What follows belongs to an exercise in optimizing a design on an open flow for small area; a production flow would make more cautious choices. Function was checked by simulation only, so behaviour that the tests miss may differ from the original. Power figures rest on the tool's default switching activity, not on a simulated workload.

--- flow/run.sh ---
#!/bin/bash
# synth_recipe.tcl (not shown) runs the flow's synth.tcl, then flattens the netlist and writes it again
# the make line also repeats each setting of config.mk as NAME=value (left out here)
make -C /OpenROAD-flow-scripts/flow DESIGN_CONFIG=/design/flow/config.mk WORK_HOME=/design/flow/orfs CLKGATE_MAP_FILE= SYNTH_SCRIPT=/design/flow/synth_recipe.tcl finish
--- flow/config.mk ---
export PLATFORM = sky130hd
export DESIGN_NAME = UART_Data_Processor
export DESIGN_NICKNAME = UART_Data_Processor
export VERILOG_FILES = /design/flow/design.v
export SDC_FILE = /design/flow/constraint.sdc
export NUM_CORES = 4
export LEC_CHECK = 0
export CAP_MARGIN = 20
export CORE_MARGIN = 2
export CORE_UTILIZATION = 40
export SLEW_MARGIN = 20
--- flow/constraint.sdc ---
create_clock -name core_clock -period 8.0 [get_ports {clk}]
set_input_delay 1.6000 -clock core_clock [delete_from_list [all_inputs] [get_ports {clk}]]
set_output_delay 1.6000 -clock core_clock [all_outputs]
set_load 0.01 [all_outputs]
--- flow/design.v ---
`timescale 1ns / 1ps
module Edge_Detector(
    input clk,
    input rst,
    input pin_in,
    output sig_H2L
);
    reg pin_pre;
    assign sig_H2L = !pin_in & pin_pre;
    always @( posedge clk or posedge rst )
        if( rst )
            pin_pre <= 1'b0;
        else
            pin_pre <= pin_in;
endmodule
`timescale 1ns / 1ps
module Baud_Rate_Generator(
    input clk,
    input rst,
    input band_sig,
    output reg clk_bps
);
    parameter SYS_RATE = 125000000;
    parameter BAND_RATE = 9600;
    parameter CNT_BAND = SYS_RATE / BAND_RATE;
    parameter HALF_CNT_BAND = CNT_BAND / 2;
    reg [13:0] cnt_bps;
    always @( posedge clk or posedge rst )
        if( rst )
        begin
            cnt_bps <= HALF_CNT_BAND;
            clk_bps <= 1'b0;
        end
        else if( !band_sig )
        begin
            cnt_bps <= HALF_CNT_BAND;
            clk_bps <= 1'b0;
        end
        else if( cnt_bps == CNT_BAND )
        begin
            cnt_bps <= 14'd0;
            clk_bps <= 1'b1;
        end
        else
        begin
            cnt_bps <= cnt_bps + 1'b1;
            clk_bps <= 1'b0;
        end
endmodule
`timescale 1ns / 1ps
module UART_Control_Unit (
    input clk,
    input rst,
    input rx_pin_in,
    input rx_pin_H2L,
    output reg rx_band_sig,
    input rx_clk_bps,
    output reg [15:0] out_data,
    output reg rx_done_sig
);
   localparam [2:0] IDLE = 3'b000, BEGIN = 3'b001, DATA=3'b010, END = 3'b011, BFREE = 3'b100 ,FINISH = 3'b101;
    reg [4:0] pos;
    reg [7:0] rx_data;
    reg [2:0] data_bit_count; 
    reg [1:0] count;
    reg [15:0] out_data1;
    always @(posedge clk or posedge rst)
        if (rst) begin
            rx_band_sig <= 1'b0;
            rx_data <= 8'd0;
            pos <= IDLE;
            data_bit_count<=3'd0;
            rx_done_sig <= 1'b0;
            count <= 2'd0;
        end else begin
            case (pos)
                IDLE:
                    if (rx_pin_H2L) begin
                        rx_done_sig <= 1'b0;
                        rx_band_sig <= 1'b1;
                        pos <= BEGIN;
                        rx_data <= 8'd0;
                        data_bit_count<=3'd0;
                    end
                BEGIN:
                    if (rx_clk_bps) begin
                        if (rx_pin_in == 1'b0) begin
                            pos <= DATA;
                        end else begin
                            rx_band_sig <= 1'b0;
                            pos <= IDLE;
                        end
                    end
                DATA: begin
            if (rx_clk_bps) begin
                rx_data[data_bit_count] <= rx_pin_in;
                if (data_bit_count == 3'd7) begin
                    pos <= END;
                end else begin
                    data_bit_count <= data_bit_count + 1'b1;
                end
            end
        end
                END:
                    if (rx_clk_bps) begin
                        rx_band_sig <= 1'b0;
                        pos <= BFREE;                     
                      if (count == 2'd0) begin
                        out_data1 <= {rx_data,out_data1[7:0]};
                      end
                      else if (count == 2'd1) begin
                        out_data1 <= {out_data1[15:8],rx_data};
                      end
                    end
                BFREE:
                    begin
                        if (out_data1[15:8] != 8'h52 && count == 2'd0 ) begin
                                rx_done_sig <= 1'b0;
                                pos <= IDLE;
                                count <= 2'd0;
                        end
                        else  begin
                                rx_done_sig <= 1'b0;
                                pos <= FINISH;
                                count <= count + 2'd1;
                        end
                    end
                FINISH:
                    begin
                        if (count == 2'd2) begin
                            out_data <= out_data1;
                            count <= 2'd0;
                            rx_done_sig <= 1'b1;
                            out_data1 <= 16'd0;
                        end
                        pos <= IDLE;
                    end
            endcase
        end
endmodule
`timescale 1ns / 1ps
module Cmd_Flash_Logic(
    input  wire       sys_clk,        
    input  wire       sys_rst_n,      
    input  wire       rx_done_sig,    
    input  wire [15:0] rx_data,        
    output reg         start_read,
    output reg  [7:0]  addr_offset,
    output reg         write_enable
);
    reg  [7:0] cmd_byte_1, cmd_byte_2;
    reg  [1:0] byte_count;  
    reg  [9:0] count;
    always @(posedge sys_clk or posedge sys_rst_n) begin
        if(sys_rst_n) begin
            byte_count        <= 2'd0;
            cmd_byte_1        <= 8'd0;
            cmd_byte_2        <= 8'd0;
            start_read        <= 1'd0;
            write_enable      <= 1'd0;
            count             <= 10'd0;
        end
        else begin
        if(rx_done_sig) 
        begin
                case(byte_count)
                    2'd0: begin
                        cmd_byte_1 <= rx_data[15:8]; 
                        byte_count <= 2'd1;
                    end
                    2'd1: begin
                        cmd_byte_2 <= rx_data[7:0];
                        byte_count <= 2'd2;
                        write_enable <= 1'd1;
                        if(cmd_byte_1 == 8'h52) begin  
                            if(cmd_byte_2 >= 8'h30 && cmd_byte_2 <= 8'h39) begin
                                addr_offset <= cmd_byte_2 ; 
                            end
                            else if(cmd_byte_2 >= 8'h41 && cmd_byte_2 <= 8'h46) begin
                                addr_offset <= cmd_byte_2 ; 
                            end
                            else begin
                                addr_offset <= 8'b0100_0101;
                            end
                        end
                    end
                    2'd2: begin
                        start_read <= 1'd1;
                        byte_count <= 2'd3;
                        if ( count == 10'd500 ) begin
                            write_enable <= 1'd0;
                            count      <= 10'd0;
                        end
                        else begin
                            count <= count + 1;
                            byte_count <= 2'd2;
                        end
                    end
                    2'd3: begin
                        start_read <= 1'd0;
                        if ( count == 10'd500 ) begin
                            count      <= 10'd0;
                            byte_count <= 2'd0;
                        end
                        else begin
                            count <= count + 1;
                            byte_count <= 2'd3;
                        end  
                    end
                    default: byte_count <= 2'd0;
                endcase
            end
        end
    end
endmodule
module SPI_clock (
    input clk,  
    input rst,    
    input spi_sig,       
    output reg spclk,
    output wire spclk_rise
);
    parameter SYS_RATE = 125000000; 
    parameter BAND_RATE = 1000000; 
    parameter CNT_BAND = 125; 
    parameter HALF_CNT_BAND = 62;    
    reg [31:0] cnt_bps; 
    assign spclk_rise = spi_sig && (cnt_bps == CNT_BAND);
    always @( posedge clk or posedge rst )
        if( rst )
        begin
            cnt_bps <= HALF_CNT_BAND;
            spclk <= 1'b0;
        end
        else if( !spi_sig )
        begin
            cnt_bps <= HALF_CNT_BAND;
            spclk <= 1'b0;
        end
        else if( cnt_bps == CNT_BAND )
        begin
            cnt_bps <= 31'd0;
            spclk <= 1'b1;
        end
        else
        begin
            cnt_bps <= cnt_bps + 1'b1;
            spclk <= 1'b0;
        end
endmodule
module SPI_control_read_only(
    input  wire        sys_clk,
    input  wire        sys_rst_n,    
    input  wire        start_read,
    input  wire [7:0]  addr_offset,          
    input  wire        spclk,
    input  wire        MISO,
    output reg         MOSI,
    output wire        SPI_CLK,
    output reg         CS_n,
    output reg         spi_sig,
    output reg  [7:0]  data_out,
    output reg         read_enable
);
    localparam S_IDLE = 3'd0;
    localparam S_CS   = 3'd1;
    localparam S_CMD  = 3'd2;  
    localparam S_ADDR = 3'd3;  
    localparam S_READ = 3'd4;  
    localparam S_DONE = 3'd5;
    reg [2:0]  current_state, next_state;
    reg [5:0]  bit_cnt;
    reg [7:0]  read_reg;  
    reg [23:0]  addr;
    localparam [7:0] READ_CMD = 8'h03;
    always @(*) begin
    case (addr_offset)
     8'b0011_0000: addr=24'h000000;
     8'b0011_0001: addr=24'h000001;
     8'b0011_0010: addr=24'h000002;
     8'b0011_0011: addr=24'h000003;
     8'b0011_0100: addr=24'h000004;
     8'b0011_0101: addr=24'h000005;
     8'b0011_0110: addr=24'h000006;
     8'b0011_0111: addr=24'h000007;
     8'b0011_1000: addr=24'h000008;
     8'b0011_1001: addr=24'h000009;
     8'b0100_0001: addr=24'h00000A;
     8'b0100_0010: addr=24'h00000B;
     8'b0100_0011: addr=24'h00000C;
     8'b0100_0100: addr=24'h00000D;
     8'b0100_0101: addr=24'h00000E;
     8'b0100_0110: addr=24'h00000F;
     default: addr= 24'h00000E;
    endcase
   end
     always @(posedge sys_clk or posedge sys_rst_n) begin
        if(sys_rst_n) begin
            current_state <= S_IDLE;
            MOSI <= 1'b0;
            read_reg <= 8'd0;
            data_out   <= 8'd0;
            bit_cnt <= 6'd0;
            spi_sig <= 1'b1;
            CS_n <= 1'b1;
            read_enable <= 1'b0;
        end
        else if (spclk) begin
            case(current_state)
                S_IDLE:  begin
                    if (start_read == 1'b1) begin
                        current_state <= S_CS;
                    end
                end
                S_CS : begin
                    CS_n <= 1'b0;
                    current_state <= S_CMD;
                    MOSI <= READ_CMD[7];
                    read_enable <= 1'b1;
                end
                S_CMD:  begin
                    MOSI <= READ_CMD[6 - bit_cnt];
                        if (bit_cnt == 6'd6) begin
                            current_state <= S_ADDR;
                            bit_cnt <= 6'd0;
                            read_enable <= 1'b0;
                        end else begin
                            bit_cnt <= bit_cnt + 1'b1;
                        end
                end
                S_ADDR:  begin
                        MOSI <= addr[23 - bit_cnt];
                            if (bit_cnt == 6'd23) begin
                            current_state <= S_READ;
                            bit_cnt <= 6'd0;
                        end else begin
                            bit_cnt <= bit_cnt + 1'b1;
                        end
                end
                S_READ:   begin
                    MOSI <= 1'b0;
                      if (bit_cnt > 6'd0) begin
                        read_reg[8 - bit_cnt] <= MISO;
                        if (bit_cnt == 6'd8) begin
                                current_state <= S_DONE;
                                bit_cnt <= 6'd0;
                                CS_n <= 1'b1;
                            end 
                        else begin
                            bit_cnt <= bit_cnt + 1'b1;
                        end
                    end
                    else begin
                                bit_cnt <= bit_cnt + 1'b1;
                    end
                end
                S_DONE:  begin
                    data_out <= read_reg;
                    current_state <= S_IDLE;
                end
                default: begin
                     MOSI <= 1'b0;
                     CS_n <= 1'b1;
                end
            endcase
        end
    end
    assign SPI_CLK = spclk;
endmodule
module ASCII_to_7seg(
    input  wire       rst,     
    input  wire [7:0] ASCII,
    output reg  [7:0] seg7_out   
);
    always @(*) begin
        if(rst) begin
            seg7_out = 8'h00; 
        end
        else begin
            case(ASCII)
                8'b0000_0000: seg7_out = 8'b00000011;
                8'b0000_0001: seg7_out = 8'b10011111;
                8'b0000_0010: seg7_out = 8'b00100101;
                8'b0000_0011: seg7_out = 8'b00001101;
                8'b0000_0100: seg7_out = 8'b10011001;
                8'b0000_0101: seg7_out = 8'b01001001;
                8'b0000_0110: seg7_out = 8'b01000001;
                8'b0000_0111: seg7_out = 8'b00011111;
                8'b0000_1000: seg7_out = 8'b00000001;
                8'b0000_1001: seg7_out = 8'b00001001;
                8'b0000_1010: seg7_out = 8'b00010001;
                8'b0000_1011: seg7_out = 8'b11000001;
                8'b0000_1100: seg7_out = 8'b11100101;
                8'b0000_1101: seg7_out = 8'b10000101;
                8'b0000_1110: seg7_out = 8'b01100001;
                8'b0000_1111: seg7_out = 8'b01110001;
                default: seg7_out = 8'b01100001;
            endcase
        end
    end
endmodule
module flip_flop_synch_1bit(
    input wire clk,
    input wire a_ce,            
    input wire a_rst_n,          
    input wire b_ce,           
    input wire b_rst_n,         
    input wire  async_data,   
    output reg  sync_data     
);
    reg  stage1;
    reg  stage2;
    always @(posedge clk or posedge a_rst_n) begin
        if (a_rst_n) begin
            stage1 <= 1'b0;
        end else if (a_ce) begin
            stage1 <= async_data;
        end
    end
    always @(posedge clk or posedge b_rst_n) begin
        if (b_rst_n) begin
            stage2 <= 1'b0;
            sync_data <= 1'b0;
        end else if (b_ce) begin
            stage2 <= stage1;  
            sync_data <= stage2;  
        end
    end
endmodule
module flip_flop_synch(
    input wire clk,
    input wire a_ce,           
    input wire a_rst_n,         
    input wire b_ce,           
    input wire b_rst_n,        
    input wire [3:0] async_data,   
    output reg [3:0] sync_data     
);
    reg [3:0] stage1;
    reg [3:0] stage2;
    always @(posedge clk or posedge a_rst_n) begin
        if (a_rst_n) begin
            stage1 <= 4'b0000;
        end else if (a_ce) begin
            stage1 <= async_data;
        end
    end
    always @(posedge clk or posedge b_rst_n) begin
        if (b_rst_n) begin
            stage2 <= 4'b0000;
            sync_data <= 4'b0000;
        end else if (b_ce) begin
            stage2 <= stage1;  
            sync_data <= stage2;   
        end
    end
endmodule
module fifo_memory (
    input wire [7:0] write_data,
    input wire [3:0] write_addr,
    input wire write_enable,
    input wire write_clk,
    input wire write_rst_n,
    input wire [3:0] read_addr,
    input wire read_enable,
    input wire read_ce,
    input wire read_rst_n,
    output reg [7:0] read_data
);
    reg [7:0] fifo_data[0:7];
    reg [7:0] fifo_data_next[0:7];
    reg [7:0] read_data_comb;
    integer i;
    always @(posedge write_clk or posedge write_rst_n) begin
        if (write_rst_n) begin
            for (i = 0; i < 8; i = i + 1) begin
                fifo_data[i] <= 8'h00;
            end
        end else begin
            for (i = 0; i < 8; i = i + 1) begin
                fifo_data[i] <= fifo_data_next[i];
            end
        end
    end
    always @(posedge write_clk or posedge read_rst_n) begin
        if (read_rst_n) begin
            read_data <= 8'h00;
        end else if (read_ce && read_enable) begin
            read_data <= read_data_comb;
        end
    end
    always @(*) begin
        for (i = 0; i <8; i = i + 1) begin
            fifo_data_next[i] = fifo_data[i];
        end
        if (write_enable) begin
            fifo_data_next[write_addr[2:0]] = write_data;
        end
        if (read_enable) begin
            read_data_comb = fifo_data[read_addr[2:0]];
        end
         else begin
            read_data_comb = read_data;
        end
    end
endmodule
module write_control_logic (
    input wire write_clk,
    input wire write_rst_n,
    input wire write_enable_in,
    input wire [3:0] read_addr_gray_sync,  
    output reg [3:0] write_addr_gray,       
    output reg [3:0] write_addr,            
    output reg write_enable_out,
    output reg fifo_full
);
    reg [3:0] read_addr;
    reg [3:0] write_ptr_next;
    reg full_next;
    always @(posedge write_clk or posedge write_rst_n) begin
        if (write_rst_n) begin
            write_addr <= 4'b0000;
            fifo_full <= 1'b0;
        end else begin
            write_addr <= write_ptr_next;
            fifo_full <= full_next;
        end
    end
    always @(*) begin
        write_ptr_next = write_addr;
        read_addr[3] = read_addr_gray_sync[3];  
        read_addr[2] = read_addr_gray_sync[3] ^ read_addr_gray_sync[2];
        read_addr[1] = read_addr_gray_sync[3] ^ read_addr_gray_sync[2] ^ read_addr_gray_sync[1];
        read_addr[0] = read_addr_gray_sync[3] ^ read_addr_gray_sync[2] ^ read_addr_gray_sync[1] ^ read_addr_gray_sync[0];
        write_addr_gray[3] = write_addr[3];                   
        write_addr_gray[2] = write_addr[3] ^ write_addr[2];     
        write_addr_gray[1] = write_addr[2] ^ write_addr[1];
        write_addr_gray[0] = write_addr[1] ^ write_addr[0];
        if (write_enable_in == 1'b1 && fifo_full == 1'b0) begin
            write_ptr_next = write_addr + 1'b1;  
            write_enable_out = 1'b1;  
        end else begin
            write_enable_out = 1'b0;  
        end
        if ((write_ptr_next[2:0] == read_addr[2:0]) && 
            (write_ptr_next[3] != read_addr[3])) begin
            full_next = 1'b1;  
        end else begin
            full_next = 1'b0;
        end
    end
endmodule
module read_control_logic (
    input wire read_clk,
    input wire read_ce,
    input wire read_rst_n,
    input wire read_enable_in,
    input wire [3:0] write_addr_gray_sync,   
    output reg [3:0] read_addr_gray,         
    output reg [3:0] read_addr,             
    output reg read_enable_out,
    output reg fifo_empty
);
    reg [3:0] read_ptr_next; 
    reg [3:0] write_addr;
    reg empty_next;
    always @(posedge read_clk or posedge read_rst_n) begin
        if (read_rst_n) begin
            read_addr <= 4'b0000;
            fifo_empty <= 1'b1;
        end else if (read_ce) begin
            read_addr <= read_ptr_next;
            fifo_empty <= empty_next;
        end
    end
    always @(*) begin
        read_ptr_next = read_addr;
        write_addr[3] = write_addr_gray_sync[3];  
        write_addr[2] = write_addr_gray_sync[3] ^ write_addr_gray_sync[2];
        write_addr[1] = write_addr_gray_sync[3] ^ write_addr_gray_sync[2] ^ write_addr_gray_sync[1];
        write_addr[0] = write_addr_gray_sync[3] ^ write_addr_gray_sync[2] ^ write_addr_gray_sync[1] ^ write_addr_gray_sync[0];
        read_addr_gray = {read_addr[3], read_addr[3] ^ read_addr[2], 
                               read_addr[2] ^ read_addr[1], read_addr[1] ^ read_addr[0]};
        if (read_enable_in == 1'b1 && fifo_empty == 1'b0) begin
            read_ptr_next = read_addr + 1'b1;  
            read_enable_out = 1'b1;  
        end else begin
            read_enable_out = 1'b0;  
        end
        if (write_addr == read_ptr_next) begin
            empty_next = 1'b1;  
        end else begin
            empty_next = 1'b0;
        end
    end
endmodule
module UART_Data_Processor(
    input clk,
    input rst,
    input rx_pin_in,
    input  wire        MISO,
    output wire        MOSI,
    output wire        SPI_CLK,
    output wire        CS_n,
    output [7:0] seg7
);
    wire       write_enable;
    wire       spclk;
    wire       spclk_rise;
    wire       start_read_spi;
    wire [7:0] read_data;
    wire       read_enable;
    wire rx_pin_H2L;
    Edge_Detector rx_in_detect(
        .clk( clk ),
        .rst( rst ),
        .pin_in( rx_pin_in ),
        .sig_H2L( rx_pin_H2L )
    );
    wire rx_band_sig;
    wire clk_bps;
    Baud_Rate_Generator rx_baud_gen(
        .clk( clk ),
        .rst( rst ),
        .band_sig( rx_band_sig ),
        .clk_bps( clk_bps )
    );
    wire [15:0] rx_data;
    wire       rx_done_sig;
    UART_Control_Unit rx_control(
        .clk( clk ),
        .rst( rst ),
        .rx_pin_in( rx_pin_in ),
        .rx_pin_H2L( rx_pin_H2L ),
        .rx_band_sig( rx_band_sig ),
        .rx_clk_bps( clk_bps ),
        .out_data( rx_data ),
        .rx_done_sig( rx_done_sig )
    );
    wire       start_read;
    wire [7:0]addr_offset;        
    Cmd_Flash_Logic u_cmd_flash_logic (
        .sys_clk         ( clk        ),  
        .sys_rst_n       ( rst       ),  
        .rx_done_sig     ( rx_done_sig),
        .rx_data         ( rx_data    ),
        .start_read      ( start_read ),
        .addr_offset     ( addr_offset ) ,
        .write_enable    ( write_enable )
    );
    wire [7:0] data_out;
    wire       spi_sig;
    SPI_control_read_only u_spi_control (
                .sys_clk    ( clk ),
                .sys_rst_n  ( rst ), 
                .start_read ( start_read_spi ),
                .addr_offset( read_data ),
                .MISO       ( MISO ),
                .MOSI       ( MOSI ),
                .SPI_CLK    ( SPI_CLK ),
                .spclk      ( spclk ),
                .CS_n       ( CS_n ),
                .data_out   ( data_out  ),
                .spi_sig    (spi_sig),
                .read_enable(read_enable)
            );
    SPI_clock u_SPI_clock (
                .clk    ( clk ),
                .spi_sig ( spi_sig ),
                .rst  ( rst ), 
                .spclk ( spclk ),
                .spclk_rise ( spclk_rise )
        );
    ASCII_to_7seg u_ASCII2seg7(
        .rst      ( rst ),  
        .ASCII    ( data_out ),
        .seg7_out ( seg7 )
    );
 flip_flop_synch_1bit flip_flop_synch_1bit(
        .async_data(start_read),      
        .clk(clk),
        .a_ce(1'b1),
        .a_rst_n(rst),          
        .b_ce(spclk_rise),
        .b_rst_n(rst),        
        .sync_data(start_read_spi)  
    );
     wire fifo_full;
     wire fifo_empty;
    wire write_enable_out;
    wire read_enable_out;
    wire [3:0] write_addr;
    wire [3:0] read_addr;
    wire [3:0] write_addr_gray;
    wire [3:0] read_addr_gray;
    wire [3:0] write_addr_gray_sync_1;
    wire [3:0] read_addr_gray_sync_1;
    fifo_memory mem(
        .write_data(addr_offset),
        .write_addr(write_addr),
        .write_enable(write_enable),
        .write_clk(clk),
        .write_rst_n(rst),
        .read_addr(read_addr),
        .read_enable(read_enable),
        .read_ce(spclk_rise),
        .read_rst_n(rst),
        .read_data(read_data)
    );
    write_control_logic wctrl(
        .write_clk(clk),
        .write_rst_n(rst),
        .write_enable_in(write_enable),
        .read_addr_gray_sync(write_addr_gray_sync_1),
        .write_addr_gray(write_addr_gray),
        .write_addr(write_addr),
        .write_enable_out(write_enable_out),
        .fifo_full(fifo_full)
    );
    read_control_logic rctrl(
        .read_clk(clk),
        .read_ce(spclk_rise),
        .read_rst_n(rst),
        .read_enable_in(read_enable),
        .write_addr_gray_sync(read_addr_gray_sync_1),
        .read_addr(read_addr),
        .read_addr_gray(read_addr_gray),
        .read_enable_out(read_enable_out),
        .fifo_empty(fifo_empty)
    );
    flip_flop_synch sync_write(
        .async_data(read_addr_gray),      
        .clk(clk),
        .a_ce(spclk_rise),
        .a_rst_n(rst),           
        .b_ce(1'b1),
        .b_rst_n(rst),         
        .sync_data(write_addr_gray_sync_1)  
    );
    flip_flop_synch sync_read(
        .async_data(write_addr_gray),   
        .clk(clk),
        .a_ce(1'b1),
        .a_rst_n(rst),         
        .b_ce(spclk_rise),
        .b_rst_n(rst),         
        .sync_data(read_addr_gray_sync_1)  
    );
endmodule
==> metrics.csv <==
metric;value;unit
status;complete, no violations;
yosys.area.top_type_share;0.4053;
worst_slack;3021;ps
synthToLayoutAreaGrowth;12.57;%
postCtsHoldBufs;0;
setup_viol;0;
vias;8795;
cts_setup_buffers;0;
die_width;187.9;um
syn_area;13520;um^2
crit_type;in -> out;
hold_viol_final;0;
grt_max_degree;73;
yosys_warnings;14;
slew_violations;0;
wl_met2;11830;um
ys_top_cells_by_area;dfrtp_1 (41%), mux2_2 (10%), edfxtp_1 (8.9%);
max-cap-violations;0;
path_cells;clkdlybuf4s50_1 > clkinvlp_4 > buf_4 > clkdlybuf4s50_1;
async_flop_share;0.8540;
met3_length;748;um
cts.repair.resized;0;
nFillCells;3105;
dp_hpwl;17740;um
diodes;0;
powerDensity;279.1;nW/um^2
core_area;33450;um^2
ys_types;77;
synth_top_area_cell;dfrtp_1;
viasPerCell;5.235;
worstSkewPairLatency;510;ps
slowest_delay;650;ps
tritoncts;built;
start_util;0.4043;
cp_max_fo;42;
drtIter0Drc;480;
synthFlopType;dfrtp_1;
slowest_stage;clkdlybuf4s50_1;
largest_reg_flops;64;
crit_top_cell;clkdlybuf4s50_1;
dieArea;35290;um^2
regMostFlops;mem.fifo_data;
gr-usage-all-layers;0.1538;
antenna_found_initial;0;
worstSetupStartpointType;input port;
first_pass_iters;5;
drc_errors;0;
io_buffer_count;14;
cts_buffers;34;
cp.required;6400;ps
ys_seq_elements;274;
ioPinCount;15;
wirelength_met1;13280;um
grt_pass1_vias;8881;
period_share;0.6224;
cts.sinks;274;
hold_class;reg -> reg;
dieHeight;187.9;um
clkTransAtPathRegs;60;ps
avgRoutedWirePerCell;15.66;um
arrival;3380;ps
synth_cells;1185;
postSynthAreaPerCell;11.41;um^2
rows;67;
ant_nets;0;
overflow;0;
grt_pass1_wl;45150;um
holdWs;347.2;ps
cts_root_buf;clkbuf_16;
final_nets;1267;
cts.htree.levels;2;
fin_crit;4979;ps
cts_buffer_depth;3;
rsz0062_at_grt;no;
maxSlewHeadroom;0.2963;
wl;26310;um
yosysSeqAreaShare;0.5233;
timing.fmax;200.8;MHz
fin_util;0.4551;
p_leak;6.177;nW
drive_gt1_frac;0.1769;
gp_congestion;0.7859;
top_layer;met4;
fin_skew;18.71;ps
synth_edf_count;40;
end_kind;output port;
place_ws;2943;ps
synth_fp_nets;1246;
peakVddDrop;142.0;uV
tightest_slew;1052;ps
largestRegisters;mem.fifo_data: 64 flops, u_SPI_clock.cnt_bps: 32 flops;
tns;0;ps
## kinds of logic after synthesis
| kind of cell | count (synthesis) | share of synthesized area |
|---|---|---|
| other | 1 | 0.0002773 |
| flip-flops | 274 | 0.5233 |
| multiplexers | 137 | 0.1151 |
| XOR/XNOR | 68 | 0.04405 |
| AND/OR/NAND/NOR | 391 | 0.1513 |
| buffers and inverters | 75 | 0.02193 |
| adder cells (fa/ha/maj) | 57 | 0.05274 |
| AO/OA/AOI/OAI | 182 | 0.09133 |
## worst paths after layout
| path | from | endpoint | slack (ps) | depth (start not counted) |
|---|---|---|---|---|
| setup / recovery | rst | seg7[0] | 3020 | 4 |
| hold / removal | sync_write.stage2[2] | sync_write.sync_data[2] | 350 | 0 |
| setup reg to reg | u_spi_control.bit_cnt[0] | u_spi_control.read_reg[2] | 3620 | 11 |
| hold reg to reg | sync_write.stage2[2] | sync_write.sync_data[2] | 350 | 0 |
| max in group asynchronous | rst | u_cmd_flash_logic.count[6] | 4730 | 4 |
| min in group asynchronous | rst | mem.fifo_data[5][0] | 1790 | 3 |
## cell usage after synthesis, types with 4 or more instances
master,number
xnor2_1,44
ha_1,57
o21ai_0,54
nor4b_1,9
o21a_1,4
inv_1,39
a22o_1,4
dfstp_2,15
mux2_2,121
nand2_1,85
mux2_1,7
or2_2,7
or3_1,15
nand4b_1,4
nand2b_1,15
nand3_1,43
a21oi_1,45
clkbuf_1,27
o2111ai_1,8
buf_2,6
nor3b_1,4
dfrtp_1,219
nor2b_1,10
a222oi_1,11
nand4_1,16
nor4_1,16
edfxtp_1,40
a31oi_1,5
nor3_1,19
and2_1,30
nor2_1,86
mux2i_1,7
xor2_1,24
o211ai_1,4
o22ai_1,4
and3_1,13
a211oi_1,4
## report_power, final
| part | internal (mW) | total, mW | switching, mW |
|---|---|---|---|
| clock | 0.856 | 1.45 | 0.591 |
| combinational | 0.456 | 0.920 | 0.464 |
| sequential | 1.69 | 1.88 | 0.192 |
## routing by layer
metal / vias to the layer above / global-route usage
li1: 4309 / -
met5: - / 0
met4: 0 / 0.03786
met3: 38 / 0.02302
met2: 104 / 0.2416
met1: 4344 / 0.2240
## through the flow
step / power, mW / cells / cell area, um^2
3_5_place_dp: 2.828 / 1618 / 14140
6_report: 4.248 / 1680 / 15220
5_1_grt: 4.499 / 1680 / 15220
3_3_place_gp: 2.802 / 1618 / 14140
4_1_cts: 4.311 / 1680 / 15210
2_1_floorplan: 2.588 / 1185 / 13530
## layout make-up
| class | instances | area (um^2) | share of cell area |
|---|---|---|---|
| clock buffers | 45 | 922.1 | 0.06058 |
| well taps | 448 | 560.5 | 0.03683 |
| inverters | 39 | 150.1 | 0.009864 |
| flip-flops and latches | 274 | 7076 | 0.4649 |
| clock inverters | 17 | 150.1 | 0.009864 |
| repair buffers | 21 | 192.7 | 0.01266 |
| multi-input cells | 836 | 6170 | 0.4053 |
## critical path, delay by kind of cell
kind / cells / cell delay, ps
buffers and inverters: 4 / 1770
## cell usage in the layout (no fill, tap or decap), drive strengths merged, types with 40 or more instances in the layout
cell	instances
a21oi	45
clkbuf	45
dfrtp	219
edfxtp	40
ha	57
inv	42
mux2	128
nand2	85
nand3	43
nor2	86
o21ai	56
xnor2	44

[re-timing with driven ports]
No port has a modelled driver above. Below, the same layout with a new extraction and two added sets of constraints. Step 1 assumes that a clkbuf_16 drives the clock port and a buf_2 every other input. Step 2 also shifts input and output timing later by t, the mid clock arrival at the registers, as if the neighbouring blocks saw the same clock. Slacks: ideal / step 1 / step 2; pairs: ideal / step 1.
t (ns): 0.547
setup slack, ns: 3.021 / 2.997 / 2.997
worst setup path at the end: input to output
latest minus earliest clock arrival (ns): 0.023 / 0.022
After both steps this run still meets setup and hold. For this run, drivers alone change the setup slack by -0.024 ns; drivers and shift together by -0.024 ns.
